What follows belongs to an exercise in optimizing a design on an open flow for small area, a short achievable clock period and few clock cycles per item; a production flow would make more cautious choices. At most, simulation tests tie the RTL to the original design; equivalence was not proved. The clock port is modelled as an ideal driver, which makes a skipped or thinned clock tree look cheaper than it is; a real chip needs a root buffer or a tree. Power and IR drop assume default switching activity.

== 07-02 ==
==> module stencil_buf, before the edit <==
module stencil_buf #(
    parameter W = 1280,
    parameter L = 40
) (
    input  wire       clk,
    input  wire       rst_n,
    input  wire       we,       
    input  wire       we_n,     
    input  wire [7:0] y_in,
    output wire signed [10:0] d_h,
    output wire [8:0] d_v
);
    localparam R = W / L;
    localparam NB = 8 * L * R;
    reg [NB-1:0] line1;
    reg [NB-1:0] line2;
    reg [7:0]         ycn;
    reg [10:0]        rhx;
    wire [7:0]         yc = ~ycn;                     
    wire signed [10:0] rh = $signed(rhx ^ 11'h1fe);   
    reg [8:0]         sv;    
    reg signed [10:0] zc;    
    reg [11:0] cnt;
    reg        full1;   
    reg        full2;   
    reg        last1;   
    reg        last2;   
    reg        next1;   
    reg        next2;   
    reg        rwe, rwen;
    wire       last1_n = we ? (cnt == W - 2) : last1;
    wire       last2_n = we ? (cnt == 2 * W - 1) : last2;
    wire [7:0] t1m  = full1 ? line1[NB-1 -: 8] : 8'hff;
    wire [7:0] pre1 = next1 ? line1[NB-9 -: 8] : 8'hff;
    wire [7:0] pre2 = next2 ? line2[NB-9 -: 8] : 8'hff;
    wire signed [10:0] pre1x4 = $signed({1'b0, pre1, 2'b00});
    integer r, i;
    always @(posedge clk) begin
        for (r = 0; r < R; r = r + 1) begin
            for (i = 1; i < L; i = i + 1) begin
                line1[(r*L+i)*8 +: 8] <= line1[(r*L+i-1)*8 +: 8];
                line2[(r*L+i)*8 +: 8] <= line2[(r*L+i-1)*8 +: 8];
            end
            line1[(r*L)*8 +: 8] <= ({8{rwe}} & ((r == 0) ? y_in : line1[((r-1)*L+L-1)*8 +: 8]))
                                 | ({8{rwen}} & line1[(r*L+L-1)*8 +: 8]);
            line2[(r*L)*8 +: 8] <= ({8{rwe}} & ((r == 0) ? yc : line2[((r-1)*L+L-1)*8 +: 8]))
                                 | ({8{rwen}} & line2[(r*L+L-1)*8 +: 8]);
        end
        rwe  <= we_n;
        rwen <= ~we_n;
        sv <= {1'b0, pre1} + {1'b0, pre2};
        zc <= we ? pre1x4 - $signed({3'b000, t1m}) : pre1x4 - $signed({3'b000, yc});
    end
    always @(posedge clk or negedge rst_n) begin
        if (!rst_n) begin
            ycn   <= 8'h00;
            rhx   <= 11'h000;
            cnt   <= 12'd0;
            full1 <= 1'b0;
            full2 <= 1'b0;
            last1 <= 1'b0;
            last2 <= 1'b0;
            next1 <= 1'b0;
            next2 <= 1'b0;
        end else begin
            next1 <= next1 | (we_n & last1_n);
            next2 <= next2 | (we_n & last2_n);
            if (we) begin
                ycn <= ~t1m;
                rhx <= (zc - $signed({3'b000, y_in})) ^ 11'h1fe;
                if (!full2) cnt <= cnt + 12'd1;
                full1 <= full1 | last1;
                full2 <= full2 | last2;
                last1 <= last1_n;
                last2 <= last2_n;
            end
        end
    end
    assign d_h = rh;
    assign d_v = sv;
endmodule
==> module sharpening_hw, before the edit <==
module sharpening_hw(clk, rst_n, s_axis_tdata, s_axis_tvalid, s_axis_tuser, s_axis_tlast, s_axis_tready, m_axis_tdata, m_axis_tvalid, m_axis_tuser, m_axis_tlast, m_axis_tready, hwsw_sel);
    input wire clk;
    input wire rst_n;
    input wire [23:0] s_axis_tdata;
    input wire s_axis_tvalid;
    input wire s_axis_tuser;
    input wire s_axis_tlast;
    output wire s_axis_tready;
    output wire [23:0] m_axis_tdata;
    output wire m_axis_tvalid;
    output wire m_axis_tuser;
    output wire m_axis_tlast;
    input wire m_axis_tready;
    input wire hwsw_sel;
    localparam W = 1280;
    localparam L = 40;
    reg        v0, va, vb, v3, ov, kv;
    reg [25:0] d0, da, db, d3;       
    reg [63:0] p0;                   
    reg [15:0] sa, ca;
    reg [7:0]  yb;
    reg [35:0] t3;                   
    reg [49:0] od, kd;               
    reg [5:0]  ph;                   
    reg        started;
    reg        e0n, ean, ebn;
    reg        proc;                 
    wire [63:0] lp;
    intensity_lut il0(.rgb(s_axis_tdata), .p(lp));
    wire [15:0] ls, lc;
    intensity_kernel ik0(.p(p0), .s(ls), .c(lc));
    wire [7:0] y;
    intensity_sum is0(.s(sa), .c(ca), .y(y));
    wire signed [10:0] d_h;
    wire [8:0] d_v;
    wire proc_n;
    stencil_buf #(.W(W), .L(L)) sb0(
        .clk(clk), .rst_n(rst_n), .we(proc), .we_n(proc_n), .y_in(yb), .d_h(d_h), .d_v(d_v));
    wire [23:0] sharp3;
    wire [35:0] tb;
    sharpening_kernel ek0(.rgb(db[23:0]), .d_h(d_h), .d_v(d_v), .t(tb));
    sharpening_clamp ec0(.t(t3), .sharp(sharp3));
    wire [49:0] res3 = {d3[25:24], ~sharp3, ~d3[23:0]};
    wire pop  = ov & m_axis_tready;
    wire in_o = v3 & ~kv;
    wire load_o = ~ov | pop;
    wire       kv_n = load_o ? 1'b0 : (kv | in_o);
    wire       e0 = ~e0n;
    wire       v0_n = e0 ? s_axis_tvalid : v0;
    wire       ea = ~ean;
    wire       eb = ~ebn;
    wire       va_n = ea ? v0 : va;
    wire       vb_n = eb ? va : vb;
    wire       ph_hold = proc | (~started & (ph == 6'd0));
    wire [5:0] ph_n = ph_hold ? ph : ((ph == L - 1) ? 6'd0 : ph + 6'd1);
    wire       ok_n = (ph_n == 6'd0) & ~kv_n;
    assign     proc_n = vb_n & ok_n;
    always @(posedge clk or negedge rst_n) begin
        if (!rst_n) begin
            v0 <= 1'b0;
            va <= 1'b0;
            vb <= 1'b0;
            v3 <= 1'b0;
            ov <= 1'b0;
            kv <= 1'b0;
            ph <= 6'd0;
            started <= 1'b0;
            e0n <= 1'b0;
            ean <= 1'b0;
            ebn <= 1'b0;
            proc <= 1'b0;
        end else begin
            v0 <= v0_n;
            va <= va_n;
            vb <= vb_n;
            if (~kv) v3 <= proc;
            if (proc) started <= 1'b1;
            ph <= ph_n;
            ov <= load_o ? (kv | in_o) : 1'b1;
            kv <= kv_n;
            ebn  <= vb_n & ~ok_n;
            ean  <= va_n & vb_n & ~ok_n;
            e0n  <= v0_n & va_n & vb_n & ~ok_n;
            proc <= proc_n;
        end
    end
    always @(posedge clk) begin
        if (e0) begin
            d0 <= {s_axis_tuser, s_axis_tlast, s_axis_tdata};
            p0 <= lp;
        end
        if (ea) begin
            da <= d0;
            sa <= ls;
            ca <= lc;
        end
        if (eb) begin
            db <= da;
            yb <= y;
        end
        if (~kv) begin
            d3 <= db;
            t3 <= tb;
        end
        if (~load_o & in_o) kd <= res3;
    end
    always @(posedge clk or negedge rst_n) begin
        if (!rst_n) od <= 50'd0;
        else if (load_o) od <= kv ? kd : res3;
    end
    assign s_axis_tready = e0;
    assign m_axis_tvalid = ov;
    assign m_axis_tuser  = od[49];
    assign m_axis_tlast  = od[48];
    assign m_axis_tdata  = ~(hwsw_sel ? od[47:24] : od[23:0]);
endmodule
export LEC_CHECK = 0
export ABC_CLOCK_PERIOD_IN_PS = 2500
export CAP_MARGIN = 20
export CORE_MARGIN = 2
export CORE_UTILIZATION = 72
export SETUP_SLACK_MARGIN = 2.5
export SLEW_MARGIN = 20
create_clock -name core_clock -period 5.0 [get_ports {clk}]
standard.sh (not shown) runs the stock make flow with config.mk's settings and CLKGATE_MAP_FILE= SYNTH_SCRIPT=/design/flow/synth_recipe.tcl, a recipe that flattens the netlist after the stock synthesis.
==> flow/flow/run.sh <==
#!/bin/bash
# The standard layout, with these changes:
# - the data ports grouped on one edge (io.tcl runs just before the I/O pins
#   are placed);
# - clock tree synthesis without dummy loads;
# - after clock tree synthesis, the tree's root buffer removed, so the clock
#   port drives the four first-level buffers directly (rootless.tcl). Global
#   routing then repairs timing on the changed tree as usual;
# - also after clock tree synthesis, port buffers that placement left as
#   delay cells replaced by plain buffers (portbuf.tcl).
set -euo pipefail
export PRE_IO_PLACEMENT_TCL="$PWD/flow/io.tcl"
export CTS_ARGS="-sink_clustering_enable -repair_clock_nets -sink_clustering_size 28 -sink_clustering_max_diameter 60 -dont_use_dummy_load"
export POST_CTS_TCL="$PWD/flow/post_cts.tcl"
bash standard.sh > standard.log 2>&1
Other scripts of this flow, unchanged in this note and not shown: flow/flow/io.tcl, flow/flow/portbuf.tcl, flow/flow/post_cts.tcl, flow/flow/rootless.tcl
> inputs changed (07-02 -> 09-25)
diff --git a/flow/design.v b/flow/design.v
--- a/flow/design.v
+++ b/flow/design.v
@@ -65,14 +65,12 @@
 );
     localparam R = W / L;
     localparam NB = 8 * L * R;
     reg [NB-1:0] line1;
     reg [NB-1:0] line2;
-    reg [7:0]         ycn;
-    reg [10:0]        rhx;
-    wire [7:0]         yc = ~ycn;                     
-    wire signed [10:0] rh = $signed(rhx ^ 11'h1fe);   
+    reg [7:0]         yc;    
+    reg signed [10:0] rh;    
     reg [8:0]         sv;    
     reg signed [10:0] zc;    
     reg [11:0] cnt;
     reg        full1;   
     reg        full2;   
@@ -104,12 +102,12 @@
         sv <= {1'b0, pre1} + {1'b0, pre2};
         zc <= we ? pre1x4 - $signed({3'b000, t1m}) : pre1x4 - $signed({3'b000, yc});
     end
     always @(posedge clk or negedge rst_n) begin
         if (!rst_n) begin
-            ycn   <= 8'h00;
-            rhx   <= 11'h000;
+            yc    <= 8'hff;
+            rh    <= 11'sd510;
             cnt   <= 12'd0;
             full1 <= 1'b0;
             full2 <= 1'b0;
             last1 <= 1'b0;
             last2 <= 1'b0;
@@ -117,12 +115,12 @@
             next2 <= 1'b0;
         end else begin
             next1 <= next1 | (we_n & last1_n);
             next2 <= next2 | (we_n & last2_n);
             if (we) begin
-                ycn <= ~t1m;
-                rhx <= (zc - $signed({3'b000, y_in})) ^ 11'h1fe;
+                yc <= t1m;
+                rh <= zc - $signed({3'b000, y_in});
                 if (!full2) cnt <= cnt + 12'd1;
                 full1 <= full1 | last1;
                 full2 <= full2 | last2;
                 last1 <= last1_n;
                 last2 <= last2_n;
@@ -177,11 +175,11 @@
     reg [7:0]  yb;
     reg [35:0] t3;                   
     reg [49:0] od, kd;               
     reg [5:0]  ph;                   
     reg        started;
-    reg        e0n, ean, ebn;
+    reg        e0n, ea, eb;          
     reg        proc;                 
     wire [63:0] lp;
     intensity_lut il0(.rgb(s_axis_tdata), .p(lp));
     wire [15:0] ls, lc;
     intensity_kernel ik0(.p(p0), .s(ls), .c(lc));
@@ -201,12 +199,10 @@
     wire in_o = v3 & ~kv;
     wire load_o = ~ov | pop;
     wire       kv_n = load_o ? 1'b0 : (kv | in_o);
     wire       e0 = ~e0n;
     wire       v0_n = e0 ? s_axis_tvalid : v0;
-    wire       ea = ~ean;
-    wire       eb = ~ebn;
     wire       va_n = ea ? v0 : va;
     wire       vb_n = eb ? va : vb;
     wire       ph_hold = proc | (~started & (ph == 6'd0));
     wire [5:0] ph_n = ph_hold ? ph : ((ph == L - 1) ? 6'd0 : ph + 6'd1);
     wire       ok_n = (ph_n == 6'd0) & ~kv_n;
@@ -220,24 +216,24 @@
             ov <= 1'b0;
             kv <= 1'b0;
             ph <= 6'd0;
             started <= 1'b0;
             e0n <= 1'b0;
-            ean <= 1'b0;
-            ebn <= 1'b0;
+            ea <= 1'b1;
+            eb <= 1'b1;
             proc <= 1'b0;
         end else begin
             v0 <= v0_n;
             va <= va_n;
             vb <= vb_n;
             if (~kv) v3 <= proc;
             if (proc) started <= 1'b1;
             ph <= ph_n;
             ov <= load_o ? (kv | in_o) : 1'b1;
             kv <= kv_n;
-            ebn  <= vb_n & ~ok_n;
-            ean  <= va_n & vb_n & ~ok_n;
+            eb   <= ~vb_n | ok_n;
+            ea   <= ~va_n | ~vb_n | ok_n;
             e0n  <= v0_n & va_n & vb_n & ~ok_n;
             proc <= proc_n;
         end
     end
     always @(posedge clk) begin
--- outcome ---
- On first-iteration DRC count, the lower figure sits with 09-25, not 07-02.
- 09-25: fmax higher than 07-02
- On clock power, 07-02 tracks 09-25 almost exactly.
- Status: adder and majority gate portion of the synthesized area parity (09-25, 07-02)
- Status: logic gate share of total power parity (09-25, 07-02)
- Looking at 09-25 and 07-02, the flip-flop and latch count is a wash.
- In the reports for 09-25 and 07-02, the smaller count of plain and timing-repair buffers in the layout belongs to 09-25.
- First-pass GRT wire length essentially unchanged between 09-25 and 07-02.
- 09-25 finished every step from synthesis to the final layout, and the layout passed the timing, DRC and antenna checks.
- On wire length, 07-02 tracks 09-25 almost exactly.
- Overall power consumption of 09-25 is on par with 07-02.
Testbench counts of 09-25, summed over its fixed seeds: cycles 41,000, pixels 40,960.
The RTL of 07-02 was laid out without a check of its function.

## static timing again, ports no longer ideal
Ports are ideal in the flow. The routed layouts listed here were re-timed in OpenROAD.
Step 1 sets driving cells, clkbuf_16 on the clock port and buf_2 on the other inputs (assumed; they add their load-dependent delay and slew).
Step 2, shift: input delay + t, output delay - t, t = (earliest + latest rising clock arrival at the registers) / 2. This alone moves slack from input paths to output paths.
Three values: ideal, step 1, step 2; two values: the first two.
| run | shift t [ns] | setup WS [ns] | hold slack, ns | worst setup path after step 2 |
|---|---|---|---|---|
| 07-02 | 1.012 | 2.204 / 2.071 / 2.053 | 0.272 / 0.174 / 0.272 | input, reset recovery |
| 09-25 | 1.026 | 2.288 / 2.207 / 1.873 | 0.268 / 0.165 / 0.267 | input, reset recovery |
After both steps setup and hold are still met in every run listed. For 09-25, which loses most, drivers alone change the setup slack by -0.081 ns; drivers and shift together by -0.415 ns. Setup slack includes reset recovery checks.
